Context: an optimization exercise on an open-source flow, tuned for small area. The choices shown serve that exercise and are no tape-out recipe.
The RTL was checked by simulation tests, not by an equivalence proof against the original design.
Power figures rest on the tool's default switching activity, not on a simulated workload.

==> design/flow/design.v <==
module cpu
    #(
        parameter OPTION_RESET_ADDR = 32'hbfc00000,
        parameter OPTION_TRAP_ADDR =  32'hbfc00180
    )
    (
        input               CLK,
        input               RESET_I,
        output      [31:0]  CADDR_O,
        output      [1:0]   CTRANS_O,
        input       [31:0]  CRDATA_I,
        input               CREADY_I,
        input       [1:0]   CRESP_I,
        output      [31:0]  DADDR_O,
        output      [1:0]   DTRANS_O,
        output      [2:0]   DSIZE_O,
        input       [31:0]  DRDATA_I,
        output      [31:0]  DWDATA_O,
        output              DWRITE_O,
        input               DREADY_I,
        input       [1:0]   DRESP_I,
        input       [4:0]   HWIRQ_I,
        input               STALL_I
    );
    localparam
        CSRB_MCOMPARE =  4'b0000, CSRB_MSTATUS =   4'b0001,
        CSRB_MCAUSE =    4'b0010, CSRB_MEPC =      4'b0011,
        CSRB_MCONFIG0 =  4'b0100, CSRB_MERROREPC = 4'b0101;
    localparam
        TYP_J = 4'b0000, TYP_B = 4'b0001, TYP_I = 4'b0010, TYP_M = 4'b0011,
        TYP_S = 4'b0100, TYP_R = 4'b0101, TYP_P = 4'b0110, TYP_T = 4'b0111,
        TYP_E = 4'b1000, TYP_IH =4'b1001, TYP_IU =4'b1010, TYP_BAD = 4'b1111;
    localparam
        P0_0   = 3'b000, P0_RS1 = 3'b001, P0_PC = 3'b010,
        P0_PCS = 3'b011, P0_IMM = 3'b100, P0_X  = 3'b000;
    localparam
        P1_0 =   2'b00,  P1_RS2 = 2'b01,  P1_CSR = 2'b10,
        P1_IMM = 2'b11,  P1_X =   2'b00;
    localparam
        OP_NOP =  5'b00000, OP_SLL =  5'b00100, OP_SRL =  5'b00110,
        OP_SRA =  5'b00111, OP_ADD =  5'b10000, OP_SUB =  5'b10001,
        OP_SLT =  5'b10101, OP_SLTU = 5'b10111, OP_OR =   5'b01000,
        OP_AND =  5'b01001, OP_XOR =  5'b01010, OP_NOR =  5'b01011;
    localparam
        WB_R = 2'b10, WB_N = 2'b00, WB_C = 2'b01;
    reg [16:0] s42r_csr_MCAUSE;
    reg [12:0] s42r_csr_MSTATUS;
    reg [31:0] s42r_csr_MEPC;
    reg [31:0] s42r_csr_MERROREPC;
    reg [31:0] s42r_csr_MCOMPARE;
    wire co_s1_bubble;
    wire co_s2_bubble;
    wire s2_st;
    reg  [31:0] s01r_pc;         
    wire [31:0] s01r_pc_seq = s01r_pc + 32'd4;
    wire [31:0] s0_pc_fetch = CADDR_O;
    assign CTRANS_O = RESET_I ? 2'b00 : 2'b10;
    always @(posedge CLK)
        if (RESET_I)        s01r_pc <= OPTION_RESET_ADDR - 4;
        else if (~s2_st)    s01r_pc <= s0_pc_fetch;
    reg        s12r_mem_truncated;
    reg [31:0] s12r_irs;
    reg [31:0] s12r_ir;
    reg        s12r_en;
    reg [31:0] s12r_pc;
    wire [31:0] s1_ir = s12r_mem_truncated ? s12r_irs : CRDATA_I;
    always @(posedge CLK) begin
        s12r_irs <= CRDATA_I;
        s12r_mem_truncated <= ~RESET_I & s2_st;
        if (RESET_I | co_s1_bubble) s12r_ir <= 32'h0;
        else if (~s2_st)            s12r_ir <= s1_ir;
        if (RESET_I) begin
            s12r_en <= 1'b1;
            s12r_pc <= OPTION_RESET_ADDR;
        end
        else if (~s2_st) begin
            s12r_en <= ~co_s1_bubble;
            s12r_pc <= s01r_pc;
        end
    end
    wire s2_en = s12r_en & ~co_s2_bubble;
    reg [27:0] s2_m;
    reg [1:0]  s2_break_syscall;
    reg        s2_cop0_access;
    reg [2:0]  s2_bxx_cond_sel;
    reg        s2_load_en, s2_store_en;
    reg        s2_eret;
    reg [1:0]  s2_flow_sel;
    reg [3:0]  s2_type;
    reg [2:0]  s2_p0_sel;
    reg [1:0]  s2_p1_sel;
    reg        s2_wb_en, s2_wb_csr_en;
    reg [4:0]  s2_alu_op;
    always @(*) begin
        casez (s12r_ir)
        {6'b000100, 26'b?????_?????_????????????????}:        s2_m = {3'b000, 3'b000,  4'h0, 2'd3, TYP_B,   P0_X,   P1_X,   WB_N, OP_NOP};        
        {6'b000101, 26'b?????_?????_????????????????}:        s2_m = {3'b000, 3'b001,  4'h0, 2'd3, TYP_B,   P0_X,   P1_X,   WB_N, OP_NOP};        
        {6'b000110, 26'b?????_?????_????????????????}:        s2_m = {3'b000, 3'b010,  4'h0, 2'd3, TYP_B,   P0_X,   P1_X,   WB_N, OP_NOP};        
        {6'b000111, 26'b?????_?????_????????????????}:        s2_m = {3'b000, 3'b011,  4'h0, 2'd3, TYP_B,   P0_X,   P1_X,   WB_N, OP_NOP};        
        {11'b000001_?????, 5'b00000, 16'b????????????????}:         s2_m = {3'b000, 3'b100,  4'h0, 2'd3, TYP_B,   P0_X,   P1_X,   WB_N, OP_NOP};        
        {11'b000001_?????, 5'b00001, 16'b????????????????}:         s2_m = {3'b000, 3'b101,  4'h0, 2'd3, TYP_B,   P0_X,   P1_X,   WB_N, OP_NOP};        
        {11'b000001_?????, 5'b10000, 16'b????????????????}:         s2_m = {3'b000, 3'b100,  4'h0, 2'd3, TYP_B,   P0_PCS, P1_0,   WB_R, OP_ADD};      
        {11'b000001_?????, 5'b10001, 16'b????????????????}:         s2_m = {3'b000, 3'b101,  4'h0, 2'd3, TYP_B,   P0_PCS, P1_0,   WB_R, OP_ADD};      
        {6'b001111, 26'b00000_?????_????????????????}:        s2_m = {3'b000, 3'b0, 4'h0, 2'b0, TYP_IH,  P0_RS1, P1_IMM, WB_R, OP_OR};        
        {6'b001001, 26'b?????_?????_????????????????}:        s2_m = {3'b000, 3'b0, 4'h0, 2'b0, TYP_I,   P0_RS1, P1_IMM, WB_R, OP_ADD};        
        {6'b001000, 26'b?????_?????_????????????????}:        s2_m = {3'b000, 3'b0, 4'h0, 2'b0, TYP_I,   P0_RS1, P1_IMM, WB_R, OP_ADD};        
        {6'b000011, 26'b?????_?????_????????????????}:        s2_m = {3'b000, 3'b0, 4'h0, 2'd2, TYP_J,   P0_PCS, P1_0,   WB_R, OP_ADD};          
        {6'b000010, 26'b?????_?????_????????????????}:        s2_m = {3'b000, 3'b0, 4'h0, 2'd2, TYP_J,   P0_PCS, P1_0,   WB_N, OP_ADD};          
        {6'b100000, 26'b?????_?????_????????????????}:        s2_m = {3'b000, 3'b0, 4'h8, 2'b0, TYP_I,   P0_RS1, P1_IMM, WB_R, OP_NOP};              
        {6'b100100, 26'b?????_?????_????????????????}:        s2_m = {3'b000, 3'b0, 4'h8, 2'b0, TYP_I,   P0_RS1, P1_IMM, WB_R, OP_NOP};              
        {6'b100011, 26'b?????_?????_????????????????}:        s2_m = {3'b000, 3'b0, 4'h8, 2'b0, TYP_I,   P0_RS1, P1_IMM, WB_R, OP_NOP};              
        {6'b100001, 26'b?????_?????_????????????????}:        s2_m = {3'b000, 3'b0, 4'h8, 2'b0, TYP_I,   P0_RS1, P1_IMM, WB_R, OP_NOP};              
        {6'b100101, 26'b?????_?????_????????????????}:        s2_m = {3'b000, 3'b0, 4'h8, 2'b0, TYP_I,   P0_RS1, P1_IMM, WB_R, OP_NOP};              
        {6'b101000, 26'b?????_?????_????????????????}:        s2_m = {3'b000, 3'b0, 4'h4, 2'b0, TYP_I,   P0_RS1, P1_IMM, WB_N, OP_NOP};              
        {6'b101011, 26'b?????_?????_????????????????}:        s2_m = {3'b000, 3'b0, 4'h4, 2'b0, TYP_I,   P0_RS1, P1_IMM, WB_N, OP_NOP};              
        {6'b101001, 26'b?????_?????_????????????????}:        s2_m = {3'b000, 3'b0, 4'h4, 2'b0, TYP_I,   P0_RS1, P1_IMM, WB_N, OP_NOP};              
        {26'b000000_?????_???????????????, 6'b001000}:        s2_m = {3'b000, 3'b0, 4'h0, 2'b1, TYP_I,   P0_PCS, P1_0,   WB_N, OP_ADD};               
        {26'b000000_?????_???????????????, 6'b100000}:        s2_m = {3'b000, 3'b0, 4'h0, 2'b0, TYP_R,   P0_RS1, P1_RS2, WB_R, OP_ADD};        
        {26'b000000_?????_???????????????, 6'b100001}:        s2_m = {3'b000, 3'b0, 4'h0, 2'b0, TYP_R,   P0_RS1, P1_RS2, WB_R, OP_ADD};        
        {26'b000000_?????_???????????????, 6'b100010}:        s2_m = {3'b000, 3'b0, 4'h0, 2'b0, TYP_R,   P0_RS1, P1_RS2, WB_R, OP_SUB};        
        {26'b000000_?????_???????????????, 6'b100011}:        s2_m = {3'b000, 3'b0, 4'h0, 2'b0, TYP_R,   P0_RS1, P1_RS2, WB_R, OP_SUB};        
        {26'b000000_?????_???????????????, 6'b101010}:        s2_m = {3'b000, 3'b0, 4'h0, 2'b0, TYP_R,   P0_RS1, P1_RS2, WB_R, OP_SLT};        
        {26'b000000_?????_???????????????, 6'b101011}:        s2_m = {3'b000, 3'b0, 4'h0, 2'b0, TYP_R,   P0_RS1, P1_RS2, WB_R, OP_SLTU};       
        {6'b001010, 26'b?????_?????_????????????????}:        s2_m = {3'b000, 3'b0, 4'h0, 2'b0, TYP_I,   P0_RS1, P1_IMM, WB_R, OP_SLT};        
        {6'b001011, 26'b?????_?????_????????????????}:        s2_m = {3'b000, 3'b0, 4'h0, 2'b0, TYP_IU,  P0_RS1, P1_IMM, WB_R, OP_SLTU};      
        {26'b000000_?????_???????????????, 6'b100100}:        s2_m = {3'b000, 3'b0, 4'h0, 2'b0, TYP_R,   P0_RS1, P1_RS2, WB_R, OP_AND};        
        {26'b000000_?????_???????????????, 6'b100101}:        s2_m = {3'b000, 3'b0, 4'h0, 2'b0, TYP_R,   P0_RS1, P1_RS2, WB_R, OP_OR};         
        {26'b000000_?????_???????????????, 6'b100110}:        s2_m = {3'b000, 3'b0, 4'h0, 2'b0, TYP_R,   P0_RS1, P1_RS2, WB_R, OP_XOR};        
        {26'b000000_?????_???????????????, 6'b100111}:        s2_m = {3'b000, 3'b0, 4'h0, 2'b0, TYP_R,   P0_RS1, P1_RS2, WB_R, OP_NOR};        
        {6'b001100, 26'b?????_?????_????????????????}:        s2_m = {3'b000, 3'b0, 4'h0, 2'b0, TYP_IU,  P0_RS1, P1_IMM, WB_R, OP_AND};       
        {6'b001101, 26'b?????_?????_????????????????}:        s2_m = {3'b000, 3'b0, 4'h0, 2'b0, TYP_IU,  P0_RS1, P1_IMM, WB_R, OP_OR};        
        {6'b001110, 26'b?????_?????_????????????????}:        s2_m = {3'b000, 3'b0, 4'h0, 2'b0, TYP_IU,  P0_RS1, P1_IMM, WB_R, OP_XOR};       
        {26'b000000_00000_???????????????, 6'b000000}:        s2_m = {3'b000, 3'b0, 4'h0, 2'b0, TYP_S,   P0_IMM, P1_RS2, WB_R, OP_SLL};       
        {26'b000000_?????_???????????????, 6'b000100}:        s2_m = {3'b000, 3'b0, 4'h0, 2'b0, TYP_R,   P0_RS1, P1_RS2, WB_R, OP_SLL};        
        {26'b000000_00000_???????????????, 6'b000010}:        s2_m = {3'b000, 3'b0, 4'h0, 2'b0, TYP_S,   P0_IMM, P1_RS2, WB_R, OP_SRL};       
        {26'b000000_?????_???????????????, 6'b000110}:        s2_m = {3'b000, 3'b0, 4'h0, 2'b0, TYP_R,   P0_RS1, P1_RS2, WB_R, OP_SRL};        
        {26'b000000_00000_???????????????, 6'b000011}:        s2_m = {3'b000, 3'b0, 4'h0, 2'b0, TYP_S,   P0_IMM, P1_RS2, WB_R, OP_SRA};       
        {26'b000000_?????_???????????????, 6'b000111}:        s2_m = {3'b000, 3'b0, 4'h0, 2'b0, TYP_R,   P0_RS1, P1_RS2, WB_R, OP_SRA};        
        {6'b010000, 5'b00100, 21'b?????_?????_00000000_???}:         s2_m = {3'b001, 3'b0, 4'h0, 2'd0, TYP_I,   P0_0,   P1_RS2,      WB_C,    OP_OR}; 
        {6'b010000, 5'b00000, 21'b?????_?????_00000000_???}:         s2_m = {3'b001, 3'b0, 4'h0, 2'd0, TYP_I,   P0_0,   P1_CSR,      WB_R,    OP_OR}; 
        {26'b010000_1_0000000000000000000, 6'b011000}:        s2_m = {3'b0,      3'b0, 3'h0,1'b1, 2'd0, TYP_I, P0_0,   P1_X,   WB_N, OP_NOP};     
        {26'b000000_?????_???????????????, 6'b001100}:        s2_m = {3'b010,      3'b0, 3'h0,1'b0, 2'd0, TYP_I, P0_0,   P1_X,   WB_N, OP_NOP};   
        {26'b000000_?????_???????????????, 6'b001101}:        s2_m = {3'b100,      3'b0, 3'h0,1'b0, 2'd0, TYP_I, P0_0,   P1_X,   WB_N, OP_NOP};   
        default:                    s2_m = {3'b000, 3'b0, 4'h0, 2'b0, TYP_BAD, P0_X,   P1_X,   WB_N, OP_NOP};
        endcase
        s2_break_syscall                    = s2_m[27:26];
        s2_cop0_access                      = s2_m[25];
        s2_bxx_cond_sel                     = s2_m[24:22];
        {s2_load_en, s2_store_en}           = s2_m[21:20];
        {s2_eret,  s2_flow_sel, s2_type}    = s2_m[19:12];
        {s2_p0_sel, s2_p1_sel}              = s2_m[11:7];
        {s2_wb_en, s2_wb_csr_en, s2_alu_op} = s2_m[6:0];
    end
    wire s2_3reg = (s2_type==TYP_R) | (s2_type == TYP_P) | (s2_type == TYP_S);
    wire s2_link = (s2_p0_sel==P0_PCS) & s2_wb_en;
    wire [4:0] s2_rs1_index = s12r_ir[25:21];
    wire [4:0] s2_rs2_index = s12r_ir[20:16];
    wire [4:0] s2_rd_index = s2_link? 5'b11111 : s2_3reg? s12r_ir[15:11] : s12r_ir[20:16];
    wire [7:0] s2_csr_index = {s12r_ir[15:11], s12r_ir[2:0]};
    wire [31:0] s2_i_immediate = {{16{s12r_ir[15]}}, s12r_ir[15:0]};
    reg  [31:0] s2_immediate;
    always @(*) begin
        case (s2_type)
        TYP_S:      s2_immediate = {27'h0, s12r_ir[10:6]};
        TYP_IH:     s2_immediate = {s12r_ir[15:0], 16'h0};
        TYP_IU:     s2_immediate = {16'h0, s12r_ir[15:0]};
        default:    s2_immediate = s2_i_immediate;
        endcase
    end
    reg  [31:0] rf [1:31];
    wire        s4_we;
    wire [4:0]  s34r_rd_index_w;
    wire [31:0] s4_wb_data;
    genvar gi;
    generate
        for (gi = 1; gi < 32; gi = gi + 1) begin : g_rf
            always @(posedge CLK)
                if (s4_we & (s34r_rd_index_w == gi))
                    rf[gi] <= s4_wb_data;
        end
    endgenerate
    reg        s23r_wb_en, s23r_load_en, s34r_wb_en;
    reg        s23r_en, s34r_en;
    reg [4:0]  s23r_rd_index, s34r_rd_index;
    reg [31:0] s23r_alu_res;         
    reg [31:0] s34r_alu_res;         
    wire co_dhaz_rs1_s3 = s23r_wb_en & (s23r_rd_index==s2_rs1_index);
    wire co_dhaz_rs2_s3 = s23r_wb_en & (s23r_rd_index==s2_rs2_index);
    wire co_dhaz_rs1_s4 = s34r_wb_en & (s34r_rd_index==s2_rs1_index);
    wire co_dhaz_rs2_s4 = s34r_wb_en & (s34r_rd_index==s2_rs2_index);
    wire [32:0] s2_rs1_sel, s2_rs2_sel;
    generate
        for (gi = 1; gi < 32; gi = gi + 1) begin : g_sel
            assign s2_rs1_sel[gi-1] = ~co_dhaz_rs1_s3 & ~co_dhaz_rs1_s4 & (s2_rs1_index == gi);
            assign s2_rs2_sel[gi-1] = ~co_dhaz_rs2_s3 & ~co_dhaz_rs2_s4 & (s2_rs2_index == gi);
        end
    endgenerate
    assign s2_rs1_sel[31] = co_dhaz_rs1_s3;
    assign s2_rs1_sel[32] = ~co_dhaz_rs1_s3 & co_dhaz_rs1_s4;
    assign s2_rs2_sel[31] = co_dhaz_rs2_s3;
    assign s2_rs2_sel[32] = ~co_dhaz_rs2_s3 & co_dhaz_rs2_s4;
    wire [31:0] s2_rs1, s2_rs2;
    genvar bi;
    generate
        for (bi = 0; bi < 32; bi = bi + 1) begin : g_rd
            wire [32:0] col;
            for (gi = 1; gi < 32; gi = gi + 1) begin : g_c
                assign col[gi-1] = rf[gi][bi];
            end
            assign col[31] = s23r_alu_res[bi];
            assign col[32] = s34r_alu_res[bi];
            cpu_rdbit u_rs1 (.sel(s2_rs1_sel), .d(col), .q(s2_rs1[bi]));
            cpu_rdbit u_rs2 (.sel(s2_rs2_sel), .d(col), .q(s2_rs2[bi]));
        end
    endgenerate
    reg [3:0]  s2_csr_xindex;
    reg [31:0] s2_csr;
    always @(*) begin
        case (s2_csr_index)
        8'b01011_000:   s2_csr_xindex = CSRB_MCOMPARE;
        8'b01100_000:   s2_csr_xindex = CSRB_MSTATUS;
        8'b01101_000:   s2_csr_xindex = CSRB_MCAUSE;
        8'b01110_000:   s2_csr_xindex = CSRB_MEPC;
        8'b10000_000:   s2_csr_xindex = CSRB_MCONFIG0;
        8'b11110_000:   s2_csr_xindex = CSRB_MERROREPC;
        default:        s2_csr_xindex = 4'b1111;
        endcase
        case (s2_csr_index)
        8'b01011_000:   s2_csr = s42r_csr_MCOMPARE;
        8'b01100_000:   s2_csr = {9'h0,s42r_csr_MSTATUS[12],6'h0,s42r_csr_MSTATUS[11:4],3'h0,s42r_csr_MSTATUS[3:0]};
        8'b01101_000:   s2_csr = {s42r_csr_MCAUSE[16],1'b0,s42r_csr_MCAUSE[15:14],4'b0,s42r_csr_MCAUSE[13],7'b0,s42r_csr_MCAUSE[12:5],1'b0,s42r_csr_MCAUSE[4:0],2'b0};
        8'b01110_000:   s2_csr = s42r_csr_MEPC;
        8'b11110_000:   s2_csr = s42r_csr_MERROREPC;
        default:        s2_csr = 32'h00000000;
        endcase
    end
    reg s2_bxx_cond_val;
    wire s2_rs12_equal = (s2_rs1 == s2_rs2);
    wire s2_rs1_zero = ~(|s2_rs1);
    always @(*) begin
        case (s2_bxx_cond_sel)
        3'b000: s2_bxx_cond_val = s2_rs12_equal;
        3'b001: s2_bxx_cond_val = ~s2_rs12_equal;
        3'b010: s2_bxx_cond_val = s2_rs1[31] | s2_rs1_zero;
        3'b011: s2_bxx_cond_val = ~s2_rs1[31] & ~s2_rs1_zero;
        3'b100: s2_bxx_cond_val = s2_rs1[31];
        3'b101: s2_bxx_cond_val = ~s2_rs1[31] | s2_rs1_zero;
        default:s2_bxx_cond_val = s2_rs12_equal;
        endcase
    end
    wire       s2_ie = s42r_csr_MSTATUS[0] & ~(s42r_csr_MSTATUS[2] | s42r_csr_MSTATUS[1]);
    wire [7:0] s2_masked_irq = {1'b0, HWIRQ_I, s42r_csr_MCAUSE[6:5]} & s42r_csr_MSTATUS[11:4];
    wire       s2_irq_final = |(s2_masked_irq) & s2_ie;
    wire       s2_user_mode = {s42r_csr_MSTATUS[3],s42r_csr_MSTATUS[2],s42r_csr_MSTATUS[1]}==3'b100;
    wire       s2_trap_cop_unusable = s2_cop0_access & s2_user_mode;
    reg  [4:0] s2_excode;
    always @(*) begin
        casez ({s2_irq_final,s2_trap_cop_unusable,s2_break_syscall})
        4'b1???: s2_excode = 5'b00000;
        4'b01??: s2_excode = 5'b01011;
        4'b0010: s2_excode = 5'b01001;
        4'b0001: s2_excode = 5'b01000;
        default: s2_excode = 5'b00000;
        endcase
    end
    wire s2_trap = (|s2_break_syscall) | s2_trap_cop_unusable | s2_irq_final;
    wire s2_skip_seq_instr = s2_trap | s2_eret;
    wire [29:0] s2_pc_branch_hi = s12r_pc[31:2] + {{14{s12r_ir[15]}}, s12r_ir[15:0]} + 30'd1;
    wire [31:0] s2_pc_branch = {s2_pc_branch_hi, s12r_pc[1:0]};
    wire [31:0] s2_pc_jump = {s01r_pc[31:28], s12r_ir[25:0], 2'b00};
    wire s2_te   = s2_trap | s2_eret;
    wire s2_f_jr = ~s2_te & (s2_flow_sel == 2'b01);
    wire s2_f_j  = ~s2_te & (s2_flow_sel == 2'b10);
    wire s2_f_b  = ~s2_te & (s2_flow_sel == 2'b11);
    wire s2_f_br = s2_f_b & s2_bxx_cond_val;
    wire s2_f_sq = ~s2_te & ((s2_flow_sel == 2'b00) | (s2_f_b & ~s2_bxx_cond_val));
    wire [5:0] s2_f_sel = {s2_f_sq, s2_trap, s2_eret & ~s2_trap, s2_f_jr, s2_f_j, s2_f_br};
    generate
        for (bi = 0; bi < 32; bi = bi + 1) begin : g_pc
            cpu_ao6 u_pc (.sel(s2_f_sel),
                .d({s01r_pc_seq[bi], OPTION_TRAP_ADDR[bi], s42r_csr_MEPC[bi],
                    s2_rs1[bi], s2_pc_jump[bi], s2_pc_branch[bi]}),
                .q(CADDR_O[bi]));
        end
    endgenerate
    reg [31:0] s2_arg0, s2_arg1;
    always @(*) begin
        case (s2_p0_sel)
        P0_RS1:     s2_arg0 = s2_rs1;
        P0_PCS:     s2_arg0 = s01r_pc_seq;
        P0_IMM:     s2_arg0 = s2_immediate;
        default:    s2_arg0 = 32'h0;
        endcase
        case (s2_p1_sel)
        P1_IMM:     s2_arg1 = s2_immediate;
        P1_RS2:     s2_arg1 = s2_rs2;
        P1_CSR:     s2_arg1 = s2_csr;
        default:    s2_arg1 = 32'h0;
        endcase
    end
    wire        s2_sub = s2_alu_op[0] & s2_alu_op[4];
    wire [31:0] s2_sum, s2_p, s2_g;
    wire        s2_c32;
    cpu_add #(.N(32)) u_aadd (.a(s2_arg0), .b(s2_arg1 ^ {32{s2_sub}}), .ci(s2_sub),
        .s(s2_sum), .p(s2_p), .g(s2_g), .co(s2_c32));
    wire s2_slt = (s2_alu_op[1] ? 1'b0 : s2_arg0[31]) ^
                  (s2_alu_op[1] ? 1'b0 : s2_arg1[31]) ^ s2_sub ^ s2_c32;
    wire        s2_shl = (s2_alu_op[1:0] == 2'b00);
    wire        s2_sfill = s2_alu_op[0] & s2_arg1[31];
    wire [31:0] s2_sh [0:5];
    assign s2_sh[0] = s2_arg1;
    genvar si;
    generate
        for (si = 0; si < 5; si = si + 1) begin : g_sh
            wire sl = s2_shl & s2_arg0[si];
            wire sr = ~s2_shl & s2_arg0[si];
            wire sn = ~s2_arg0[si];
            wire zl = (si % 2) ? 1'b1 : 1'b0;
            wire fr = (si % 2) ? ~s2_sfill : s2_sfill;
            for (bi = 0; bi < 32; bi = bi + 1) begin : g_b
                wire a = (bi >= (1 << si)) ? s2_sh[si][bi - (1 << si)] : zl;
                wire b = (bi + (1 << si) <= 31) ? s2_sh[si][bi + (1 << si)] : fr;
                cpu_aoi222 u (.a0(sl), .b0(a), .a1(sr), .b1(b), .a2(sn), .b2(s2_sh[si][bi]),
                              .y(s2_sh[si+1][bi]));
            end
        end
    endgenerate
    wire [31:0] s2_alu_shift = ~s2_sh[5];
    wire [1:0] s2_mem_size = (s12r_ir[27:26] == 2'b00) ? 2'b00 :
                             (s12r_ir[27:26] == 2'b01) ? 2'b01 : 2'b10;
    reg [31:0] s2_mem_wdata;
    always @(*) begin
        case (s2_mem_size)
        2'b00:      s2_mem_wdata = {4{s2_rs2[ 7: 0]}};
        2'b01:      s2_mem_wdata = {2{s2_rs2[15: 0]}};
        default:    s2_mem_wdata = s2_rs2;
        endcase
    end
    wire s2_r_arith = ~s2_store_en & s2_alu_op[4];
    wire s2_r_logic = ~s2_store_en & ~s2_alu_op[4] & s2_alu_op[3];
    wire [5:0] s2_r_sel = {
        s2_r_logic & ~s2_alu_op[0],                      
        s2_r_logic & ~s2_alu_op[1],                      
        s2_r_logic & s2_alu_op[1] & s2_alu_op[0],        
        s2_r_arith & ~s2_alu_op[2],                      
        ~s2_store_en & ~s2_alu_op[4] & ~s2_alu_op[3],    
        s2_store_en};                                    
    wire s2_r_slt = s2_r_arith & s2_alu_op[2];
    wire [31:0] s2_res;
    generate
        for (bi = 0; bi < 32; bi = bi + 1) begin : g_res
            wire q;
            cpu_ao6 u_res (.sel(s2_r_sel),
                .d({s2_p[bi], s2_g[bi], ~(s2_p[bi] | s2_g[bi]), s2_sum[bi],
                    s2_alu_shift[bi], s2_mem_wdata[bi]}),
                .q(q));
            if (bi == 0) begin : g_b0
                assign s2_res[bi] = q | (s2_r_slt & s2_slt);
            end
            else begin : g_bn
                assign s2_res[bi] = q;
            end
        end
    endgenerate
    reg [31:0] s23r_mem_addr;
    reg [1:0]  s23r_mem_trans;
    reg [1:0]  s23r_mem_size;
    reg        s23r_store_en;
    reg        s23r_load_exz;
    reg [3:0]  s23r_csr_xindex;
    reg        s23r_wb_csr_en;
    reg        s23r_trap;
    reg        s23r_eret;
    reg [31:0] s23r_epc;
    reg [4:0]  s23r_excode;
    always @(posedge CLK) begin
        if (RESET_I)        s23r_en <= 1'b0;
        else if (~s2_st)    s23r_en <= s2_en;
        if (RESET_I | ~s2_en) begin
            s23r_wb_en <= 1'b0;
            s23r_store_en <= 1'b0;
            s23r_load_en <= 1'b0;
            s23r_mem_trans <= 2'b00;
            s23r_wb_csr_en <= 1'b0;
            s23r_trap <= 1'b0;
            s23r_eret <= 1'b0;
        end
        else if (~s2_st) begin
            s23r_wb_en <= s2_wb_en & ~s2_trap;
            s23r_store_en <= s2_store_en;
            s23r_load_en <= s2_load_en & ~s2_trap;
            s23r_mem_trans <= (s2_load_en | s2_store_en)? 2'b10 : 2'b00;
            s23r_wb_csr_en <= s2_wb_csr_en & ~s2_trap;
            s23r_trap <= s2_trap;
            s23r_eret <= s2_eret;
        end
        if (~s2_st & ~s23r_trap)
            s23r_epc <= s12r_pc;
        if (~s2_st) begin
            s23r_rd_index <= s2_rd_index;
            s23r_alu_res <= s2_res;
            s23r_mem_addr <= s2_sum;
            s23r_mem_size <= s2_mem_size;
            s23r_load_exz <= s12r_ir[28];
            s23r_csr_xindex <= s2_csr_xindex;
            s23r_excode <= s2_excode;
        end
    end
    assign DADDR_O = s23r_mem_addr;
    assign DTRANS_O = s23r_mem_trans;
    assign DSIZE_O = {1'b0, s23r_mem_size};
    assign DWRITE_O = s23r_store_en;
    reg [31:0] s3_load_data;
    always @(*) begin
        case ({s23r_mem_size, s23r_mem_addr[1:0]})
        4'b0011: s3_load_data = DRDATA_I[7:0];
        4'b0010: s3_load_data = DRDATA_I[15:8];
        4'b0001: s3_load_data = DRDATA_I[23:16];
        4'b0000: s3_load_data = DRDATA_I[31:24];
        4'b0110: s3_load_data = DRDATA_I[15:0];
        4'b0100: s3_load_data = DRDATA_I[31:16];
        default: s3_load_data = DRDATA_I;
        endcase
        if (~s23r_load_exz) begin
            case (s23r_mem_size)
            2'b00: s3_load_data[31:8] = {24{s3_load_data[7]}};
            2'b01: s3_load_data[31:16] = {16{s3_load_data[15]}};
            endcase
        end
    end
    reg        s34r_wb_csr_en;
    reg [3:0]  s34r_csr_xindex;
    reg        s34r_trap;
    reg        s34r_eret;
    reg [4:0]  s34r_excode;
    always @(posedge CLK) begin
        if (RESET_I) s34r_en <= 1'b0;
        else         s34r_en <= s23r_en;
        if (RESET_I) begin
            s34r_wb_en <= 1'b0;
            s34r_trap <= 1'b0;
            s34r_eret <= 1'b0;
        end
        else begin
            s34r_wb_en <= s23r_wb_en;
            s34r_trap <= s23r_trap;
            s34r_eret <= s23r_eret;
        end
        if (RESET_I) s34r_wb_csr_en <= 1'b0;
        else         s34r_wb_csr_en <= s23r_wb_csr_en;
        if (RESET_I) s34r_alu_res <= 32'h0;
        else         s34r_alu_res <= s23r_load_en ? s3_load_data : s23r_alu_res;
        s34r_rd_index <= s23r_rd_index;
        s34r_csr_xindex <= s23r_csr_xindex;
        s34r_excode <= s23r_excode;
    end
    assign DWDATA_O = s34r_alu_res;
    assign s4_wb_data = s34r_alu_res;
    assign s4_we = s34r_wb_en;
    assign s34r_rd_index_w = s34r_rd_index;
    reg [12:0] s4_status_trap;
    always @(*) begin
        s4_status_trap = s42r_csr_MSTATUS;
        casez ({s34r_trap, s34r_eret})
        2'b1?: s4_status_trap[1] = 1'b1;
        2'b01: begin
            if (s42r_csr_MSTATUS[2]) s4_status_trap[2] = 1'b0;
            else             s4_status_trap[1] = 1'b0;
        end
        default:;
        endcase
    end
    wire [16:0] s4_cause_trap = {1'b0,2'b00,1'b0, s2_masked_irq, s34r_excode};
    wire s4_trap = s34r_trap;
    wire s4_csr_wr = s34r_wb_csr_en;
    always @(posedge CLK) begin
        if (RESET_I) begin
            s42r_csr_MCAUSE <= 17'h0;
            s42r_csr_MEPC <= 32'h0;
            s42r_csr_MERROREPC <= 32'h0;
            s42r_csr_MSTATUS <= 13'h1004;
            s42r_csr_MCOMPARE <= 32'h0;
        end
        else begin
            if (s4_trap)
                s42r_csr_MCAUSE <= s4_cause_trap;
            else if (s4_csr_wr & (s34r_csr_xindex==CSRB_MCAUSE))
                s42r_csr_MCAUSE <= {s34r_alu_res[31],s34r_alu_res[29:28],s34r_alu_res[23],s34r_alu_res[15:8],s34r_alu_res[6:2]};
            if (s4_trap)
                s42r_csr_MEPC <= s23r_epc;
            else if (s4_csr_wr & (s34r_csr_xindex==CSRB_MEPC))
                s42r_csr_MEPC <= s34r_alu_res;
            if (s4_trap)
                s42r_csr_MERROREPC <= s23r_epc;
            else if (s4_csr_wr & (s34r_csr_xindex==CSRB_MERROREPC))
                s42r_csr_MERROREPC <= s34r_alu_res;
            if (s34r_trap | s34r_eret)
                s42r_csr_MSTATUS <= s4_status_trap;
            else if (s4_csr_wr & (s34r_csr_xindex==CSRB_MSTATUS))
                s42r_csr_MSTATUS <= {s34r_alu_res[22],s34r_alu_res[15:8],s34r_alu_res[4],s34r_alu_res[2],s34r_alu_res[1],s34r_alu_res[0]};
            if (s4_csr_wr & (s34r_csr_xindex==CSRB_MCOMPARE))
                s42r_csr_MCOMPARE <= s34r_alu_res;
        end
    end
    wire co_dhaz_rs1_ld = s23r_load_en & (s23r_rd_index==s2_rs1_index);
    wire co_dhaz_rs2_ld = s23r_load_en & (s23r_rd_index==s2_rs2_index);
    wire co_s2_stall_load = co_dhaz_rs1_ld | co_dhaz_rs2_ld;
    wire co_s2_stall_trap = s23r_trap & s34r_en;
    wire co_s012_stall_eret = s23r_eret & s34r_en;
    assign co_s2_bubble = co_s2_stall_load | co_s2_stall_trap | co_s012_stall_eret;
    assign co_s1_bubble = co_s2_stall_trap | co_s012_stall_eret | s2_skip_seq_instr;
    assign s2_st = co_s012_stall_eret | co_s2_stall_load | co_s2_stall_trap;
endmodule
module cpu_rdbit(input [32:0] sel, input [32:0] d, output q);
    wire [10:0] t;
    genvar k;
    generate
        for (k = 0; k < 11; k = k + 1) begin : g_t
            cpu_aoi222 u (.a0(sel[3*k]), .b0(d[3*k]), .a1(sel[3*k+1]), .b1(d[3*k+1]),
                          .a2(sel[3*k+2]), .b2(d[3*k+2]), .y(t[k]));
        end
    endgenerate
    wire n0, n1, n2;
    cpu_nand4 u_n0 (.a(t[0]), .b(t[1]), .c(t[2]), .d(t[3]), .y(n0));
    cpu_nand4 u_n1 (.a(t[4]), .b(t[5]), .c(t[6]), .d(t[7]), .y(n1));
    cpu_nand3 u_n2 (.a(t[8]), .b(t[9]), .c(t[10]), .y(n2));
    cpu_or3   u_o  (.a(n0), .b(n1), .c(n2), .y(q));
endmodule
module cpu_aoi222(input a0, input b0, input a1, input b1, input a2, input b2, output y);
    assign y = ~((a0 & b0) | (a1 & b1) | (a2 & b2));
endmodule
module cpu_nand4(input a, input b, input c, input d, output y);
    assign y = ~(a & b & c & d);
endmodule
module cpu_nand3(input a, input b, input c, output y);
    assign y = ~(a & b & c);
endmodule
module cpu_or3(input a, input b, input c, output y);
    assign y = a | b | c;
endmodule
module cpu_add #(parameter N = 32) (input [N-1:0] a, input [N-1:0] b, input ci,
                                    output [N-1:0] s, output [N-1:0] p,
                                    output [N-1:0] g, output co);
    wire [N:0] c;
    assign p = a ^ b;
    assign g = a & b;
    assign c[0] = ci;
    genvar i;
    generate
        for (i = 0; i < N; i = i + 1) begin : g_c
            if ((i % 4) == 3) begin : g_blk
                wire P = &p[i:i-3];
                wire G = g[i] | (p[i] & g[i-1]) | (p[i] & p[i-1] & g[i-2]) |
                         (p[i] & p[i-1] & p[i-2] & g[i-3]);
                assign c[i+1] = G | (P & c[i-3]);
            end
            else begin : g_bit
                assign c[i+1] = g[i] | (p[i] & c[i]);
            end
        end
    endgenerate
    assign s = p ^ c[N-1:0];
    assign co = c[N];
endmodule
module cpu_ao6(input [5:0] sel, input [5:0] d, output q);
    wire t0, t1;
    cpu_aoi222 u0 (.a0(sel[0]), .b0(d[0]), .a1(sel[1]), .b1(d[1]), .a2(sel[2]), .b2(d[2]), .y(t0));
    cpu_aoi222 u1 (.a0(sel[3]), .b0(d[3]), .a1(sel[4]), .b1(d[4]), .a2(sel[5]), .b2(d[5]), .y(t1));
    cpu_nand2 u2 (.a(t0), .b(t1), .y(q));
endmodule
module cpu_nand2(input a, input b, output y);
    assign y = ~(a & b);
endmodule
==> design/flow/flow/run.sh <==
#!/bin/bash
# Standard ORFS layout, with clock tree synthesis that inserts no dummy loads
# and smaller port buffers. Each tool's output is in orfs/logs/; make's own
# output is in make.log.
set -euo pipefail
export CTS_ARGS="-sink_clustering_enable -repair_clock_nets -dont_use_dummy_load"
export BUFFER_PORTS_ARGS="-buffer_cell sky130_fd_sc_hd__buf_2"
bash standard.sh > make.log 2>&1
==> design/flow/standard.sh <==
#!/bin/bash
# synth_recipe.tcl (not shown) runs the flow's synth.tcl, then flattens the netlist and writes it again
# the make line also repeats each setting of config.mk as NAME=value (left out here)
make -C /OpenROAD-flow-scripts/flow DESIGN_CONFIG=/design/flow/config.mk WORK_HOME=/design/flow/orfs CLKGATE_MAP_FILE= SYNTH_SCRIPT=/design/flow/synth_recipe.tcl "${@:-finish}"
==> design/flow/config.mk <==
export PLATFORM = sky130hd
export DESIGN_NAME = cpu
export DESIGN_NICKNAME = cpu
export VERILOG_FILES = /design/flow/design.v
export SDC_FILE = /design/flow/constraint.sdc
export NUM_CORES = 4
export LEC_CHECK = 0
export CAP_MARGIN = 20
export CORE_MARGIN = 2
export CORE_UTILIZATION = 40
export SETUP_SLACK_MARGIN = 0.5
export SLEW_MARGIN = 20
export SYNTH_HIERARCHICAL = 1
export SYNTH_MINIMUM_KEEP_SIZE = 0
==> design/flow/constraint.sdc <==
create_clock -name core_clock -period 11.0 [get_ports {CLK}]
set_input_delay 2.2000 -clock core_clock [delete_from_list [all_inputs] [get_ports {CLK}]]
set_output_delay 2.2000 -clock core_clock [all_outputs]
set_load 0.01 [all_outputs]
==> run_summary.xml, run 1 <==
<?xml version="1.0" encoding="UTF-8"?>
<metrics>
  <group name="pwr">
    <metric name="total_switching_power" unit="mW">4.396</metric>
    <metric name="power_switching_share" unit="%">31.62</metric>
    <metric name="power.clock.fraction" unit="%">31.4</metric>
    <metric name="combinationalPowerShare" unit="%">20.7</metric>
    <metric name="leakage" unit="nW">24.95</metric>
    <metric name="total_power" unit="mW">13.90</metric>
    <metric name="power.density_cell_area" unit="nW/um^2">188.5</metric>
    <metric name="share_seq_of_total_power" unit="%">47.9</metric>
    <metric name="power.internal" unit="mW">9.506</metric>
    <metric name="power.ir.vdd_worst" unit="mV">0.1763</metric>
  </group>
  <group name="detailed_routing">
    <metric name="routedWlPerCell" unit="um">37.46</metric>
    <metric name="antenna_violating_nets_post_route" unit="">0</metric>
    <metric name="drt_first_iter_violations" unit="">12794</metric>
    <metric name="route.detailed.drc" unit="">0</metric>
    <metric name="routed_wirelength" unit="um">280400</metric>
    <metric name="detailroute.via_count" unit="">54222</metric>
    <metric name="top_layer" unit="">met5</metric>
    <metric name="met1Wirelength" unit="um">100100</metric>
    <metric name="drt-vias-per-instance" unit="">7.244</metric>
    <metric name="routed-wl-met2" unit="um">122300</metric>
    <metric name="drt_pre_antenna_iters" unit="">14</metric>
    <metric name="wl_met3" unit="um">35700</metric>
  </group>
  <group name="global_routing">
    <metric name="grt_util_all_layers" unit="%">33.20</metric>
    <metric name="grt_start_max_net_pins" unit="">112</metric>
    <metric name="antenna_found_initial" unit="">21</metric>
    <metric name="overflow" unit="">0</metric>
    <metric name="via_count_of_the_first_global_routing_pass" unit="">50781</metric>
    <metric name="first_pass_grt_wire_length" unit="um">387300</metric>
  </group>
  <group name="worst_hold_path">
    <metric name="min-delay-path-class" unit="">flop to flop</metric>
  </group>
  <group name="timing">
    <metric name="timing.max_slew.rel_slack" unit="%">16.10</metric>
    <metric name="grt_setup_unrepaired" unit="">false</metric>
    <metric name="timing.final.setup_violations" unit="">0</metric>
    <metric name="drv_slew" unit="">0</metric>
    <metric name="layout_worst_path_cycle_share" unit="%">92.92</metric>
    <metric name="maxClockFrequency" unit="MHz">97.83</metric>
    <metric name="finalClockSkew" unit="ns">0.09179</metric>
    <metric name="worst_pin_slew" unit="ns">1.243</metric>
    <metric name="aggregate_negative_setup_slack" unit="ns">0</metric>
    <metric name="fin_hold_ws" unit="ns">0.3270</metric>
    <metric name="hold_violations_final" unit="">0</metric>
    <metric name="post-route-min-period" unit="ns">10.22</metric>
  </group>
  <group name="critical_path">
    <metric name="crit_family" unit="">simple AND/OR/NAND/NOR gates</metric>
    <metric name="reg2reg_slack" unit="ns">2.21</metric>
    <metric name="max_stage_delay" unit="ns">0.82</metric>
    <metric name="kind_of_start_point_of_the_critical_path" unit="">flop</metric>
    <metric name="cpMostUsedCell" unit="">buf_4</metric>
    <metric name="critPathMaxFanout" unit="">32</metric>
    <metric name="worst_path_buf_inv" unit="">4</metric>
    <metric name="cp-end-kind" unit="">output port</metric>
    <metric name="cp.required" unit="ns">8.80</metric>
    <metric name="timing_worst_setup_path_type" unit="">flop to output port</metric>
    <metric name="critPathArrivalTime" unit="ns">8.02</metric>
    <metric name="crit_slowest_cell" unit="">nand4_1</metric>
  </group>
  <group name="yosys">
    <metric name="synth_common_cells" unit="">1,103 x edfxtp_1, 1,017 x a222oi_1, 409 x nand2_1</metric>
    <metric name="synthesized_area_divided_by_synthesized_cell_count" unit="um^2">13.13</metric>
    <metric name="synthesis.instances" unit="">4903</metric>
    <metric name="post-synth-top-area-fraction" unit="%">51.46</metric>
    <metric name="post-synth-top-area-cell" unit="">edfxtp_1</metric>
    <metric name="syn_area" unit="um^2">64360</metric>
    <metric name="synth_enable_flop_cells" unit="">1103</metric>
    <metric name="post_synth_main_area_contributors" unit="">edfxtp_1 51%, a222oi_1 16%, dfxtp_1 9.7%</metric>
    <metric name="most_common_cell_in_the_synthesized_netlist" unit="">edfxtp_1</metric>
    <metric name="synth_async_sr_flop_share" unit="%">0</metric>
    <metric name="synth_warnings" unit="">9</metric>
    <metric name="yosys_most_used_dff" unit="">edfxtp_1</metric>
    <metric name="yosys_reg_bits" unit="">1416</metric>
    <metric name="synth-seq-area-share" unit="%">61.20</metric>
    <metric name="yosysUniqueCellTypes" unit="">83</metric>
  </group>
  <group name="clock_network">
    <metric name="max-clock-path-buffers" unit="">3</metric>
    <metric name="numCtsBuffers" unit="">152</metric>
    <metric name="worst_skew_pair.late_latency" unit="ns">0.81</metric>
    <metric name="cts_hold_buf" unit="">0</metric>
    <metric name="cts_tree" unit="">yes</metric>
    <metric name="ctsHtreeMaxLevel" unit="">4</metric>
    <metric name="clock-sinks" unit="">1416</metric>
    <metric name="path_clk_slew" unit="ns">0.06</metric>
    <metric name="cts_root_buffer" unit="">clkbuf_16</metric>
  </group>
  <group name="floorplanning">
    <metric name="pin_count" unit="">182</metric>
    <metric name="design.core.area" unit="um^2">160200</metric>
    <metric name="placement_rows" unit="">147</metric>
    <metric name="die_h" unit="um">405.1</metric>
    <metric name="start_util" unit="%">40.18</metric>
    <metric name="design.die.area" unit="um^2">164100</metric>
    <metric name="floorplan.die.width" unit="um">405.1</metric>
  </group>
  <group name="run_status">
    <metric name="run_status" unit="">complete, no violations</metric>
  </group>
  <group name="final_layout">
    <metric name="post_route_cells_drive_above_1_share" unit="%">14.51</metric>
    <metric name="area_delta_synth_final" unit="%">14.58</metric>
    <metric name="fin_nets" unit="">5482</metric>
    <metric name="fin_area" unit="um^2">73740</metric>
  </group>
  <group name="placed_design">
    <metric name="dp.final_hpwl" unit="um">185400</metric>
    <metric name="placed_cell_area" unit="um^2">69830</metric>
    <metric name="place.port_buffers" unit="">171</metric>
    <metric name="routabilityCongestion" unit="">1.005</metric>
  </group>
  <group name="run">
    <metric name="cap_violations" unit="">0</metric>
  </group>
</metrics>
layout make-up:
| cell class | count | area, um^2 |
|---|---|---|
| Antenna cell | 10 | 25.02 |
| Clock buffer | 152 | 3804 |
| Fill cell | 14509 | 86460 |
| Inverter | 71 | 274.0 |
| Multi-Input combinational cell | 3266 | 24790 |
| Sequential cell | 1416 | 39430 |
| Tap cell | 2160 | 2703 |
| Timing Repair Buffer | 410 | 2719 |
flip-flops by register name, summed over array words and instances (netlist names), 5 cells and up:
register	count
s42r_csr_MERROREPC	32
s23r_rd_index	5
s23r_epc	32
s12r_irs	32
s42r_csr_MSTATUS	13
s23r_alu_res	32
s12r_pc	32
s42r_csr_MEPC	32
s42r_csr_MCAUSE	17
s34r_alu_res	32
s23r_mem_addr	32
rf	992
s01r_pc	32
s12r_ir	32
s34r_rd_index	5
s42r_csr_MCOMPARE	32
per-stage QoR:
| stage | worst slack, ns | std cells | util [%] |
|---|---|---|---|
| finish | 0.7786 | 7485 | 46.03 |
| detailed placement | 1.348 | 7319 | 43.59 |
| global route | 0.5576 | 7475 | 46.02 |
| CTS | 0.5878 | 7471 | 45.96 |
| floorplan | 1.540 | 4969 | - |
| global placement | 1.324 | 7317 | 43.57 |
what timing repair did:
| item | 4_1_cts | 5_1_grt |
|---|---|---|
| setup buffers | 0 | 3 |
| gates resized for setup | 1 | 10 |
| endpoints found under the setup margin | 4 | 32 |
| pin swaps | 0 | 3 |
| hold endpoints to repair | 0 | 0 |
metal layers:
layer  up-vias  track usage, %
li1      22283               -
met2      4180           50.01
met1     26938           41.79
met5         -               0
met4        16           22.87
met3       805           8.653
power by group through the flow:
stage / Clock [mW] / Sequential [mW] / Combinational (mW)
2_1_floorplan: 0 / 6.66 / 1.37
3_3_place_gp: 0 / 6.74 / 2.73
6_report: 4.37 / 6.65 / 2.88
4_1_cts: 4.39 / 6.64 / 2.77
3_5_place_dp: 0 / 6.75 / 2.75
5_1_grt: 4.58 / 6.67 / 2.97
layout by cell type (no fill, tap or decap), drive strengths merged, types with 20 or more instances in the layout:
cell type,netlist,layout
a211oi,121,121
a21o,27,27
a21oi,156,156
a221o,22,22
a222oi,1017,1017
a22o,30,30
a22oi,44,44
and3,20,20
buf,59,409
clkbuf,157,153
conb,2,68
dfxtp,313,313
edfxtp,1103,1103
fa,25,25
ha,62,62
inv,70,70
mux2i,89,89
nand2,409,409
nand2b,21,21
nand3,133,133
nand4,152,152
nor2,322,322
nor2b,29,29
nor3,55,55
nor4,31,31
o211ai,22,22
o21ai,39,39
or3,74,74
xnor2,78,78
xor2,73,73
modules after synthesis, one instance, submodules excluded, excerpt:
module / flops+latches / area, um^2
cpu: 1416 / 51320
cpu_or3: 0 / 6.256
cpu_nand2: 0 / 3.754
cpu_nand4: 0 / 6.256
cpu_nand3: 0 / 5.005
cpu_aoi222: 0 / 10.01
cell families after synthesis:
| kind of cell | Yosys count | synth area share, % |
|---|---|---|
| AOI/OAI and AO/OA | 1549 | 21.55 |
| DFF | 1416 | 61.20 |
| and+or+nand+nor | 1305 | 9.635 |
| buffers and inverters | 287 | 1.890 |
| xor gates and xnor gates | 151 | 2.055 |
| muxes | 106 | 1.682 |
| adders and majority gates | 87 | 1.983 |
| other | 2 | 0.01167 |
path summary, 6_finish.rpt:
kind	from	endpoint	cells after the start
setup reg to reg	s12r_ir[23]	s23r_alu_res[30]	27
hold / removal	s23r_csr_xindex[1]	s34r_csr_xindex[1]	0
hold reg to reg	s23r_csr_xindex[1]	s34r_csr_xindex[1]	0
setup / recovery	s12r_ir[20]	CADDR_O[4]	25
==> inputs of run 2 (changes only) <==
--- a/design/flow/design.v
+++ b/design/flow/design.v
@@ -265,8 +265,8 @@
     end
     wire s2_trap = (|s2_break_syscall) | s2_trap_cop_unusable | s2_irq_final;
     wire s2_skip_seq_instr = s2_trap | s2_eret;
-    wire [29:0] s2_pc_branch_hi = s12r_pc[31:2] + {{14{s12r_ir[15]}}, s12r_ir[15:0]} + 30'd1;
-    wire [31:0] s2_pc_branch = {s2_pc_branch_hi, s12r_pc[1:0]};
+    wire [31:0] s2_pc_branch;
+    cpu_badd u_badd (.pc(s12r_pc), .imm(s12r_ir[15:0]), .q(s2_pc_branch));
     wire [31:0] s2_pc_jump = {s01r_pc[31:28], s12r_ir[25:0], 2'b00};
     wire s2_te   = s2_trap | s2_eret;
     wire s2_f_jr = ~s2_te & (s2_flow_sel == 2'b01);
@@ -410,24 +410,28 @@
     assign DTRANS_O = s23r_mem_trans;
     assign DSIZE_O = {1'b0, s23r_mem_size};
     assign DWRITE_O = s23r_store_en;
-    reg [31:0] s3_load_data;
-    always @(*) begin
-        case ({s23r_mem_size, s23r_mem_addr[1:0]})
-        4'b0011: s3_load_data = DRDATA_I[7:0];
-        4'b0010: s3_load_data = DRDATA_I[15:8];
-        4'b0001: s3_load_data = DRDATA_I[23:16];
-        4'b0000: s3_load_data = DRDATA_I[31:24];
-        4'b0110: s3_load_data = DRDATA_I[15:0];
-        4'b0100: s3_load_data = DRDATA_I[31:16];
-        default: s3_load_data = DRDATA_I;
-        endcase
-        if (~s23r_load_exz) begin
-            case (s23r_mem_size)
-            2'b00: s3_load_data[31:8] = {24{s3_load_data[7]}};
-            2'b01: s3_load_data[31:16] = {16{s3_load_data[15]}};
-            endcase
-        end
-    end
+    wire [1:0]  s3_sz = s23r_mem_size;
+    wire [1:0]  s3_ad = s23r_mem_addr[1:0];
+    wire        s3_byte = (s3_sz == 2'b00);
+    wire        s3_half = (s3_sz == 2'b01);
+    wire        s3_b0 = s3_byte & (s3_ad == 2'd0);
+    wire        s3_b1 = s3_byte & (s3_ad == 2'd1);
+    wire        s3_b2 = s3_byte & (s3_ad == 2'd2);
+    wire        s3_b3 = s3_byte & (s3_ad == 2'd3);
+    wire        s3_h0 = s3_half & (s3_ad == 2'd0);
+    wire        s3_h2 = s3_half & (s3_ad == 2'd2);
+    wire        s3_w  = s3_sz[1] | (s3_half & s3_ad[0]);    
+    wire        s3_sx = ~s23r_load_exz;
+    wire        s3_sgnb = (DRDATA_I[31] & s3_b0) | (DRDATA_I[23] & s3_b1) |
+                          (DRDATA_I[15] & s3_b2) | (DRDATA_I[7] & s3_b3);
+    wire        s3_sgnh = s3_h0 ? DRDATA_I[31] : DRDATA_I[15];
+    wire [31:0] s3_load_data;
+    assign s3_load_data[7:0] = ({8{s3_b0}} & DRDATA_I[31:24]) | ({8{s3_b1 | s3_h0}} & DRDATA_I[23:16]) |
+                               ({8{s3_b2}} & DRDATA_I[15:8]) | ({8{s3_b3 | s3_h2 | s3_w}} & DRDATA_I[7:0]);
+    assign s3_load_data[15:8] = ({8{s3_h0}} & DRDATA_I[31:24]) | ({8{s3_h2 | s3_w}} & DRDATA_I[15:8]) |
+                                {8{s3_byte & s3_sx & s3_sgnb}};
+    assign s3_load_data[31:16] = ({16{s3_sz[1] | (s3_half & s3_ad[0] & ~s3_sx)}} & DRDATA_I[31:16]) |
+                                 {16{(s3_byte & s3_sx & s3_sgnb) | (s3_half & s3_sx & s3_sgnh)}};
     reg        s34r_wb_csr_en;
     reg [3:0]  s34r_csr_xindex;
     reg        s34r_trap;
@@ -571,3 +575,20 @@
 module cpu_nand2(input a, input b, output y);
     assign y = ~(a & b);
 endmodule
+module cpu_badd(input [31:0] pc, input [15:0] imm, output [31:0] q);
+    wire [16:0] lo = {1'b0, pc[17:2]} + {1'b0, imm} + 17'd1;
+    wire [13:0] hi = pc[31:18];
+    wire        up = lo[16] & ~imm[15];
+    wire        dn = ~lo[16] & imm[15];
+    wire [13:0] t1, t0;      
+    assign t1[0] = 1'b1;
+    assign t0[0] = 1'b1;
+    genvar i;
+    generate
+        for (i = 1; i < 14; i = i + 1) begin : g_t
+            assign t1[i] = t1[i-1] & hi[i-1];
+            assign t0[i] = t0[i-1] & ~hi[i-1];
+        end
+    endgenerate
+    assign q = {hi ^ ((t1 & {14{up}}) | (t0 & {14{dn}})), lo[15:0], pc[1:0]};
+endmodule
==> design/flow/flow/run.sh (replaced) <==
#!/bin/bash
# Standard ORFS layout, with clock tree synthesis that inserts no dummy loads
# and uses mid-size clock buffers in small clusters, and smaller port
# buffers. Each tool's output is in orfs/logs/; make's own output is in make.log.
set -euo pipefail
export CTS_ARGS="-sink_clustering_enable -repair_clock_nets -dont_use_dummy_load -buf_list sky130_fd_sc_hd__clkbuf_8 -sink_clustering_size 16 -sink_clustering_max_diameter 50"
export BUFFER_PORTS_ARGS="-buffer_cell sky130_fd_sc_hd__buf_2"
bash standard.sh > make.log 2>&1
==> design/flow/config.mk (replaced) <==
export PLATFORM = sky130hd
export DESIGN_NAME = cpu
export DESIGN_NICKNAME = cpu
export VERILOG_FILES = /design/flow/design.v
export SDC_FILE = /design/flow/constraint.sdc
export NUM_CORES = 4
export LEC_CHECK = 0
export CAP_MARGIN = 0
export CORE_MARGIN = 2
export CORE_UTILIZATION = 40
export SETUP_SLACK_MARGIN = 0.3
export SLEW_MARGIN = 0
export SYNTH_HIERARCHICAL = 1
export SYNTH_MINIMUM_KEEP_SIZE = 0
==> run 2 against run 1 <==
Compared with the run above:
- sequential share of layout area increased by 1.6 points
- cell count decreased by 1.3%
- clock-buffer cell count decreased by 11
- total power decreased by 14%
- clock power decreased by 34%
- clock skew increased by 0.033 ns
- hold slack improved by 0.0084 ns
- worst setup slack got worse by 0.17 ns
- via count decreased by 0.72%
- core utilization decreased by 1.3 points
- die area decreased by 0.12%
- synthesized cell count decreased by 0.18%
- largest cell class unchanged
- largest power group unchanged
==> run_summary.xml, run 2 <==
<?xml version="1.0" encoding="UTF-8"?>
<metrics>
  <group name="detailed_routing">
    <metric name="drt_first_iter_violations" unit="">12866</metric>
    <metric name="drt-vias-per-instance" unit="">7.288</metric>
    <metric name="route.detailed.drc" unit="">0</metric>
    <metric name="antenna_violating_nets_post_route" unit="">0</metric>
    <metric name="routedWlPerCell" unit="um">37.41</metric>
    <metric name="drt_pre_antenna_iters" unit="">15</metric>
    <metric name="routed_wirelength" unit="um">276300</metric>
    <metric name="detailroute.via_count" unit="">53832</metric>
  </group>
  <group name="final_layout">
    <metric name="post_route_cells_drive_above_1_share" unit="%">14.09</metric>
    <metric name="largest_register_ff_count" unit="">992</metric>
    <metric name="most_used_cells_in_the_layout_excluding_fill_and_tap_cells" unit="">1,103 x edfxtp_1, 1,011 x a222oi_1, 394 x nand2_1, 289 x dfxtp_1, 251 x nor2_1</metric>
    <metric name="fin_nets" unit="">5438</metric>
    <metric name="filler_cell_count" unit="">14643</metric>
    <metric name="layout.area.seq" unit="um^2">39420</metric>
    <metric name="multi_input_comb_area" unit="um^2">24590</metric>
    <metric name="area_delta_synth_final" unit="%">11.26</metric>
    <metric name="most_common_cell_after_layout_fill_and_taps_aside" unit="">edfxtp_1</metric>
    <metric name="top_register" unit="">rf</metric>
    <metric name="finalNonFillerCells" unit="">7386</metric>
  </group>
  <group name="clock_network">
    <metric name="numCtsBuffers" unit="">141</metric>
    <metric name="cts_root_buffer" unit="">clkbuf_8</metric>
    <metric name="cts_hold_buf" unit="">0</metric>
    <metric name="clock-sinks" unit="">1416</metric>
    <metric name="path_clk_slew" unit="ns">0.10</metric>
    <metric name="ctsHtreeMaxLevel" unit="">4</metric>
    <metric name="cts_post_setup_buffers_inserted" unit="">0</metric>
    <metric name="max-clock-path-buffers" unit="">3</metric>
    <metric name="post_cts_resize_count" unit="">0</metric>
    <metric name="worst_skew_pair.late_latency" unit="ns">0.95</metric>
    <metric name="cts_tree" unit="">yes</metric>
  </group>
  <group name="yosys">
    <metric name="post_synth_main_area_contributors" unit="">edfxtp_1 52%, a222oi_1 16%, dfxtp_1 9.7%</metric>
    <metric name="synth_common_cells" unit="">1,103 x edfxtp_1, 1,011 x a222oi_1, 395 x nand2_1</metric>
    <metric name="syn_area" unit="um^2">64280</metric>
    <metric name="synthesized_area_divided_by_synthesized_cell_count" unit="um^2">13.13</metric>
    <metric name="synth_async_sr_flop_share" unit="%">0</metric>
    <metric name="yosys_reg_bits" unit="">1416</metric>
    <metric name="yosysUniqueCellTypes" unit="">101</metric>
    <metric name="synth-seq-area-share" unit="%">61.27</metric>
    <metric name="post-synth-top-area-cell" unit="">edfxtp_1</metric>
    <metric name="most_common_cell_in_the_synthesized_netlist" unit="">edfxtp_1</metric>
    <metric name="synthesis.instances" unit="">4894</metric>
    <metric name="synth_enable_flop_cells" unit="">1103</metric>
    <metric name="post-synth-top-area-fraction" unit="%">51.53</metric>
    <metric name="yosys_most_used_dff" unit="">edfxtp_1</metric>
    <metric name="synth_warnings" unit="">9</metric>
  </group>
  <group name="timing">
    <metric name="layout_worst_path_cycle_share" unit="%">94.50</metric>
    <metric name="post-route-min-period" unit="ns">10.40</metric>
    <metric name="aggregate_negative_setup_slack" unit="ns">0</metric>
    <metric name="drv_slew" unit="">0</metric>
    <metric name="hold_violations_final" unit="">0</metric>
    <metric name="timing.final.setup_violations" unit="">0</metric>
    <metric name="worst_pin_slew" unit="ns">1.319</metric>
    <metric name="grt_setup_unrepaired" unit="">false</metric>
    <metric name="finalClockSkew" unit="ns">0.1244</metric>
    <metric name="maxClockFrequency" unit="MHz">96.20</metric>
    <metric name="fin_hold_ws" unit="ns">0.3353</metric>
    <metric name="timing.max_slew.rel_slack" unit="%">11.38</metric>
  </group>
  <group name="global_routing">
    <metric name="gr-max-usage-layer" unit="">met2</metric>
    <metric name="first_pass_grt_wire_length" unit="um">379000</metric>
    <metric name="grt_util_all_layers" unit="%">32.63</metric>
    <metric name="grt.met2_usage" unit="%">48.78</metric>
    <metric name="via_count_of_the_first_global_routing_pass" unit="">49729</metric>
    <metric name="overflow" unit="">0</metric>
    <metric name="antenna_found_initial" unit="">29</metric>
    <metric name="groute.layer.met3.usage" unit="%">8.408</metric>
    <metric name="grt_start_max_net_pins" unit="">120</metric>
    <metric name="grt.met1_usage" unit="%">41.34</metric>
  </group>
  <group name="placed_design">
    <metric name="dp.final_hpwl" unit="um">182500</metric>
    <metric name="place.port_buffers" unit="">171</metric>
    <metric name="routabilityCongestion" unit="">1.069</metric>
    <metric name="number_of_placed_instances_taps_included" unit="">7227</metric>
  </group>
  <group name="pwr">
    <metric name="power.density_cell_area" unit="nW/um^2">168.0</metric>
    <metric name="leakage" unit="nW">23.74</metric>
    <metric name="power.ir.vdd_worst" unit="mV">0.1454</metric>
  </group>
  <group name="floorplanning">
    <metric name="die_h" unit="um">404.9</metric>
    <metric name="floorplan.die.width" unit="um">404.9</metric>
    <metric name="design.core.area" unit="um^2">160000</metric>
    <metric name="start_util" unit="%">40.17</metric>
    <metric name="design.die.area" unit="um^2">163900</metric>
    <metric name="pin_count" unit="">182</metric>
    <metric name="placement_rows" unit="">147</metric>
  </group>
  <group name="critical_path">
    <metric name="startpoint" unit="">s12r_ir[23]</metric>
    <metric name="cp-end-kind" unit="">output port</metric>
    <metric name="critPathMaxFanout" unit="">32</metric>
    <metric name="critPathArrivalTime" unit="ns">8.20</metric>
    <metric name="cp.required" unit="ns">8.80</metric>
    <metric name="kind_of_start_point_of_the_critical_path" unit="">flop</metric>
    <metric name="timing_worst_setup_path_type" unit="">flop to output port</metric>
    <metric name="worstReg2RegStart" unit="">s12r_ir[23]</metric>
  </group>
  <group name="worst_hold_path">
    <metric name="holdCritStartpoint" unit="">s23r_csr_xindex[1]</metric>
    <metric name="min-delay-path-class" unit="">flop to flop</metric>
  </group>
  <group name="run_status">
    <metric name="run_status" unit="">complete, no violations</metric>
  </group>
  <group name="run">
    <metric name="cap_violations" unit="">0</metric>
  </group>
</metrics>
==> run 2: critical path: stages (launching register included) <==
cell and delay [ns]:
dfxtp_1 0.70, buf_4 0.27, xor2_1 0.07, nor4_1 0.28
and3_1 0.22, nor2_1 0.05, nand2_1 0.41, or2_2 0.30
nor2_4 0.17, buf_4 0.34, a222oi_1 0.39, nand4_1 0.44
or3_1 0.81, xnor2_1 0.29, nand4_1 0.11, nor4_1 0.44
nand3_1 0.12, o21ai_0 0.12, a32oi_1 0.26, nor2b_2 0.24
buf_4 0.26, a222oi_1 0.60, nand2_1 0.23, buf_2 0.19
==> run 2: worst paths after layout <==
kind,slack (ns),depth (start not counted),to
max,0.60,23,CADDR_O[10]
min,0.34,0,s34r_csr_xindex[1]
max reg2reg,1.64,26,s23r_alu_res[23]
min reg2reg,0.34,0,s34r_csr_xindex[1]
==> run 2: logic make-up after synthesis <==
family	after synthesis	share of synthesized area [%]
XOR/XNOR	154	2.110
buffers and inverters	286	1.952
AO/OA/AOI/OAI	1552	21.49
flip-flops	1416	61.27
multiplexers	108	1.713
AND/OR/NAND/NOR	1300	9.682
adder cells (fa/ha/maj)	76	1.771
other	2	0.01168
==> run 2: metal layers <==
metal	share of wire, %	wire length [um]	up-vias
met5	0.037	102	-
met4	8.2	22580	16
met3	13	35960	808
met2	43	119300	4183
met1	36	98350	26713
li1	-	-	22112
==> run 2: area by class of cell <==
class                   instances  share of cell area [%]
flip-flops and latches       1416                   55.11
multi-input cells            3258                   34.39
repair buffers                393                   3.676
well taps                    2086                   3.649
clock buffers                 141                   2.713
inverters                      74                  0.3989
diodes                         18                 0.06298
==> run 2: modules after synthesis (local to each module, per instance), excerpt <==
module,cells inside,copies in the design
cpu_nand2,1,64
cpu_nand4,1,128
cpu_badd,153,1
cpu,3297,1
cpu_or3,1,64
cpu_aoi222,1,992
cpu_nand3,1,64
==> run 2: through the flow <==
stage / utilization, % / area [um^2] / setup WS, ns / power, mW
finish: 44.70 / 71520 / 0.6047 / 12.01
global route: 44.68 / 71500 / 0.3766 / 12.30
CTS: 44.67 / 71480 / 0.8811 / 11.88
detailed placement: 43.46 / 69540 / 1.880 / 9.101
global placement: 43.46 / 69540 / 1.879 / 9.066
floorplan: - / 64530 / 1.823 / 7.786
==> run 2: where the power goes <==
group	switching [mW]	internal (mW)
clock network	1.73	1.14
registers	0.290	6.19
logic	1.94	0.724
total	3.96	8.06

afterwards: timing with drivers on the ports:
No port has a modelled driver above. Below, the same layouts with a new extraction and two added sets of constraints.
Step 1, drivers: a clkbuf_16 drives CLK and a buf_2 each remaining input, both assumed.
Step 2, shift: input delay + t, output delay - t, t = (earliest + latest rising clock arrival at the registers) / 2. This alone moves slack from input paths to output paths.
Three values: no drivers, after step 1, after step 2; two values: the first two.
| run | t (ns) | setup WS [ns] | hold WS [ns] |
|---|---|---|---|
| run 1 | 0.855 | 0.779 / 0.690 / 1.545 | 0.327 / 0.327 / 0.327 |
| run 2 | 0.962 | 0.605 / 0.523 / 1.485 | 0.335 / 0.335 / 0.335 |
After both steps setup and hold are still met in every run listed.
